This is an optimization exercise on Yosys and OpenROAD, whose aim is small area, a short achievable clock period and few clock cycles per item, not a production implementation.
In this exercise RTL edits were held to simulation tests only and were not proved equivalent to the original.

Setup of v6:
// sha_1_core
module sha_1_core(
    clk,
    rstn,
    din,
    din_vld,
    use_pre_cv,
    sha_1_end,
    busy,
    dout,
    dout_vld
);
Size: about 31000 um2 of cells after synthesis.
export LEC_CHECK = 0
export CAP_MARGIN = 20
export CORE_MARGIN = 2
export CORE_UTILIZATION = 40
export CTS_BUF_LIST = sky130_fd_sc_hd__clkbuf_8
export CTS_CLUSTER_DIAMETER = 50
export CTS_CLUSTER_SIZE = 20
export PLACE_DENSITY = 0.6
export SETUP_SLACK_MARGIN = 3.8
export SLEW_MARGIN = 20
create_clock -name core_clock -period 7.0 [get_ports {clk}]
standard.sh (not shown) runs the stock make flow with config.mk's settings and CLKGATE_MAP_FILE= SYNTH_SCRIPT=/design/flow/synth_recipe.tcl, a recipe that flattens the netlist after the stock synthesis.
==> flow/flow/run.sh <==
#!/bin/bash
# The standard layout (the standard.sh, synthesis unchanged), with the
# port buffers made from the smallest plain buffer instead of a delay cell.
set -euo pipefail
bash standard.sh "BUFFER_PORTS_ARGS=-buffer_cell sky130_fd_sc_hd__buf_1" finish > standard.log 2>&1
v6 completed every stage of the flow, and the final layout passed the timing, design-rule and antenna checks.
Testbench counts of v6, summed over its fixed seeds: cycles 15,936, blocks 192.
Input-level comparison between v7 and v6:
Settings: a change of SETUP_SLACK_MARGIN from 3.8 to 4.0; a change of CORE_UTILIZATION from 40 to 55; a change of PLACE_DENSITY from 0.6 to 0.7.
--- outcome ---
Compared to v6, v7 was floorplanned on a smaller die.
The run with more setup slack is v6; v7 has less.
Looking at count of clock-net buffers in the final layout, v7 sits 1.3% higher than v6 does.
Compared with v6, v7 shows a wire length the detailed router placed on met1 that is 4.6% lower.
Compared with v6, v7 shows a higher via density per instance.
Summary — ratio of final minimum period to clock period, v7 relative to v6: higher, by 0.70 points.
On worst slack at placement, v7 does better than v6.
On core footprint, the lower figure sits with v7, not v6.

---

pepper:
sha_1_core, a different RTL version from the one above (not shown whole).
For scale: about 2400 cells after synthesis, ~31000 um2 of cells after synthesis.
export LEC_CHECK = 0
export CAP_MARGIN = 20
export CORE_MARGIN = 2
export CORE_UTILIZATION = 40
export CTS_BUF_LIST = sky130_fd_sc_hd__clkbuf_8 sky130_fd_sc_hd__clkbuf_16
export CTS_CLUSTER_DIAMETER = 70
export CTS_CLUSTER_SIZE = 26
export PLACE_DENSITY = 0.6
export SETUP_SLACK_MARGIN = 3.5
export SLEW_MARGIN = 20
create_clock -name core_clock -period 7.0 [get_ports {clk}]
Scripts as last shown in full above: flow/flow/run.sh
pepper | status: complete | timing, DRC, antenna: pass
Testbench counts of pepper, summed over its fixed seeds: cycles 15,936, blocks 192.
Input changes introduced in juniper (baseline for comparison: pepper):
# pepper
export LEC_CHECK = 0
export CAP_MARGIN = 20
export CORE_MARGIN = 2
export CORE_UTILIZATION = 40
export CTS_BUF_LIST = sky130_fd_sc_hd__clkbuf_8 sky130_fd_sc_hd__clkbuf_16
export CTS_CLUSTER_DIAMETER = 70
export CTS_CLUSTER_SIZE = 26
export PLACE_DENSITY = 0.6
export SETUP_SLACK_MARGIN = 3.5
export SLEW_MARGIN = 20
create_clock -name core_clock -period 7.0 [get_ports {clk}]
# juniper
export LEC_CHECK = 0
export CAP_MARGIN = 20
export CORE_MARGIN = 2
export CORE_UTILIZATION = 40
export CTS_BUF_LIST = sky130_fd_sc_hd__clkbuf_8 sky130_fd_sc_hd__clkbuf_16
export CTS_CLUSTER_DIAMETER = 70
export CTS_CLUSTER_SIZE = 26
export GPL_TIMING_DRIVEN = 0
export PLACE_DENSITY = 0.6
export SETUP_SLACK_MARGIN = 3.9
export SLEW_MARGIN = 20
create_clock -name core_clock -period 7.0 [get_ports {clk}]
Findings:
Of juniper and pepper, pepper shows the higher pre-CTS setup slack, with juniper below it.
[compare] base=pepper new=juniper: number of vias after detailed routing climbed 4.2%; met2 wire length climbed 3600 um; count of plain and timing-repair buffers in the layout climbed 44%; met1 wire length climbed 0.43%.
Relative to juniper, the following input files were edited for xenon:
# juniper
export LEC_CHECK = 0
export CAP_MARGIN = 20
export CORE_MARGIN = 2
export CORE_UTILIZATION = 40
export CTS_BUF_LIST = sky130_fd_sc_hd__clkbuf_8 sky130_fd_sc_hd__clkbuf_16
export CTS_CLUSTER_DIAMETER = 70
export CTS_CLUSTER_SIZE = 26
export GPL_TIMING_DRIVEN = 0
export PLACE_DENSITY = 0.6
export SETUP_SLACK_MARGIN = 3.9
export SLEW_MARGIN = 20
create_clock -name core_clock -period 7.0 [get_ports {clk}]
# xenon
export LEC_CHECK = 0
export ABC_AREA = 1
export CAP_MARGIN = 20
export CORE_MARGIN = 2
export CORE_UTILIZATION = 40
export CTS_BUF_LIST = sky130_fd_sc_hd__clkbuf_8 sky130_fd_sc_hd__clkbuf_16
export CTS_CLUSTER_DIAMETER = 70
export CTS_CLUSTER_SIZE = 26
export PLACE_DENSITY = 0.6
export SETUP_SLACK_MARGIN = 3.8
export SLEW_MARGIN = 20
create_clock -name core_clock -period 7.0 [get_ports {clk}]
[summary]
- Comparing the two runs side by side, xenon comes out ahead of juniper on maximum frequency.
- xenon: number of cells on the critical path 5 below juniper
- Worst hold slack was lower in xenon than in juniper.
- Against juniper, post-layout worst setup margin in xenon came out better.
- Sequential fraction of total cell area delta for xenon relative to juniper: 0.37 points lower
- Compare juniper and xenon | path depth of the worst reg2reg path higher: juniper
- Delta (xenon minus juniper): sequential-to-total area share from yosys stat lower, number of signal-net buffers in the layout dropped 110, met2 global-route usage shows a reduction of 3.8 points.
> inputs changed (xenon -> onyx)
# xenon
export LEC_CHECK = 0
export ABC_AREA = 1
export CAP_MARGIN = 20
export CORE_MARGIN = 2
export CORE_UTILIZATION = 40
export CTS_BUF_LIST = sky130_fd_sc_hd__clkbuf_8 sky130_fd_sc_hd__clkbuf_16
export CTS_CLUSTER_DIAMETER = 70
export CTS_CLUSTER_SIZE = 26
export PLACE_DENSITY = 0.6
export SETUP_SLACK_MARGIN = 3.8
export SLEW_MARGIN = 20
create_clock -name core_clock -period 7.0 [get_ports {clk}]
# onyx
export LEC_CHECK = 0
export CAP_MARGIN = 20
export CORE_MARGIN = 2
export CORE_UTILIZATION = 45
export CTS_BUF_LIST = sky130_fd_sc_hd__clkbuf_4 sky130_fd_sc_hd__clkbuf_8 sky130_fd_sc_hd__clkbuf_16
export CTS_CLUSTER_DIAMETER = 70
export CTS_CLUSTER_SIZE = 26
export PLACE_DENSITY = 0.65
export SETUP_SLACK_MARGIN = 3.8
export SLEW_MARGIN = 20
create_clock -name core_clock -period 7.0 [get_ports {clk}]
--- outcome ---
- Compared with xenon, onyx shows synthesized-area fraction occupied by xor and xnor cells higher by 1.2 points.
- Fmax, onyx vs xenon: down by a few percent
- Lower non-clock buffer count goes to xenon over onyx.
- Clock-buffer cell count went up by more than 10% going from xenon to onyx.
- Measured against onyx, the synthesized cell count of xenon comes out at 1.3 times the reference value.
- Cell area after technology mapping: onyx better than xenon
- Relative to xenon, pin count of the biggest net entering global routing has gone down in onyx.
- Lower layout buffering overhead excluding clock cells among onyx and xenon: xenon
Input-level comparison between indigo and onyx:
# onyx
export LEC_CHECK = 0
export CAP_MARGIN = 20
export CORE_MARGIN = 2
export CORE_UTILIZATION = 45
export CTS_BUF_LIST = sky130_fd_sc_hd__clkbuf_4 sky130_fd_sc_hd__clkbuf_8 sky130_fd_sc_hd__clkbuf_16
export CTS_CLUSTER_DIAMETER = 70
export CTS_CLUSTER_SIZE = 26
export PLACE_DENSITY = 0.65
export SETUP_SLACK_MARGIN = 3.8
export SLEW_MARGIN = 20
create_clock -name core_clock -period 7.0 [get_ports {clk}]
# indigo
export LEC_CHECK = 0
export CAP_MARGIN = 5
export CORE_MARGIN = 2
export CORE_UTILIZATION = 40
export CTS_BUF_LIST = sky130_fd_sc_hd__clkbuf_8 sky130_fd_sc_hd__clkbuf_16
export CTS_CLUSTER_DIAMETER = 70
export CTS_CLUSTER_SIZE = 26
export PLACE_DENSITY = 0.6
export SETUP_SLACK_MARGIN = 3.8
export SLEW_MARGIN = 5
create_clock -name core_clock -period 7.0 [get_ports {clk}]
==> results.txt <==
- STATUS cell area after layout: indigo loses against onyx
- indigo reports a lower share of cell area taken by flip-flops and latches than onyx does.
- indigo finished every stage and its layout cleared the timing, design-rule and antenna checks.
- Between indigo and onyx, the minimum period implied by the final worst setup slack is lower for indigo.
- indigo — total number of vias 217 lower, onyx as reference
- | worst-case setup margin in the final layout | indigo vs onyx | better |
- onyx → indigo: mean area per synthesized cell has remained practically unchanged; number of cell rows has increased; maximum fanout encountered on the critical timing path has increased; multi-input combinational area share has decreased.

-- what the ideal ports hide --
In the flow no input, the clock included, has a driving cell. The finished layouts below were timed again as built, in two steps.
Step 1 assumes that a clkbuf_16 drives the clock port and a buf_2 every other input.
Step 2, shift: input delay + t, output delay - t, t = (earliest + latest rising clock arrival at the registers) / 2. This alone moves slack from input paths to output paths.
Three values: no drivers, after step 1, after step 2; two values: the first two.
| run | t (ns) | setup slack, ns | hold WS [ns] | slew at the worst register clock pin (ns) |
|---|---|---|---|---|
| v6 | 0.722 | 3.650 / 3.650 / 3.392 | 0.316 / 0.316 / 0.316 | 0.12 / 0.12 |
| v7 | 0.728 | 3.601 / 3.601 / 3.371 | 0.319 / 0.319 / 0.319 | 0.12 / 0.12 |
| pepper | 0.676 | 3.607 / 3.607 / 3.395 | 0.324 / 0.324 / 0.324 | 0.10 / 0.10 |
| juniper | 0.685 | 3.701 / 3.701 / 3.272 | 0.324 / 0.324 / 0.324 | 0.11 / 0.11 |
| xenon | 0.672 | 3.881 / 3.881 / 3.370 | 0.318 / 0.318 / 0.318 | 0.10 / 0.10 |
| onyx | 0.669 | 3.778 / 3.778 / 3.385 | 0.317 / 0.317 / 0.317 | 0.11 / 0.11 |
| indigo | 0.669 | 3.823 / 3.823 / 3.344 | 0.323 / 0.323 / 0.323 | 0.10 / 0.10 |
After both steps setup and hold are still met in every run listed. For xenon, which loses most, drivers alone change the setup slack by 0.000 ns; drivers and shift together by -0.511 ns.
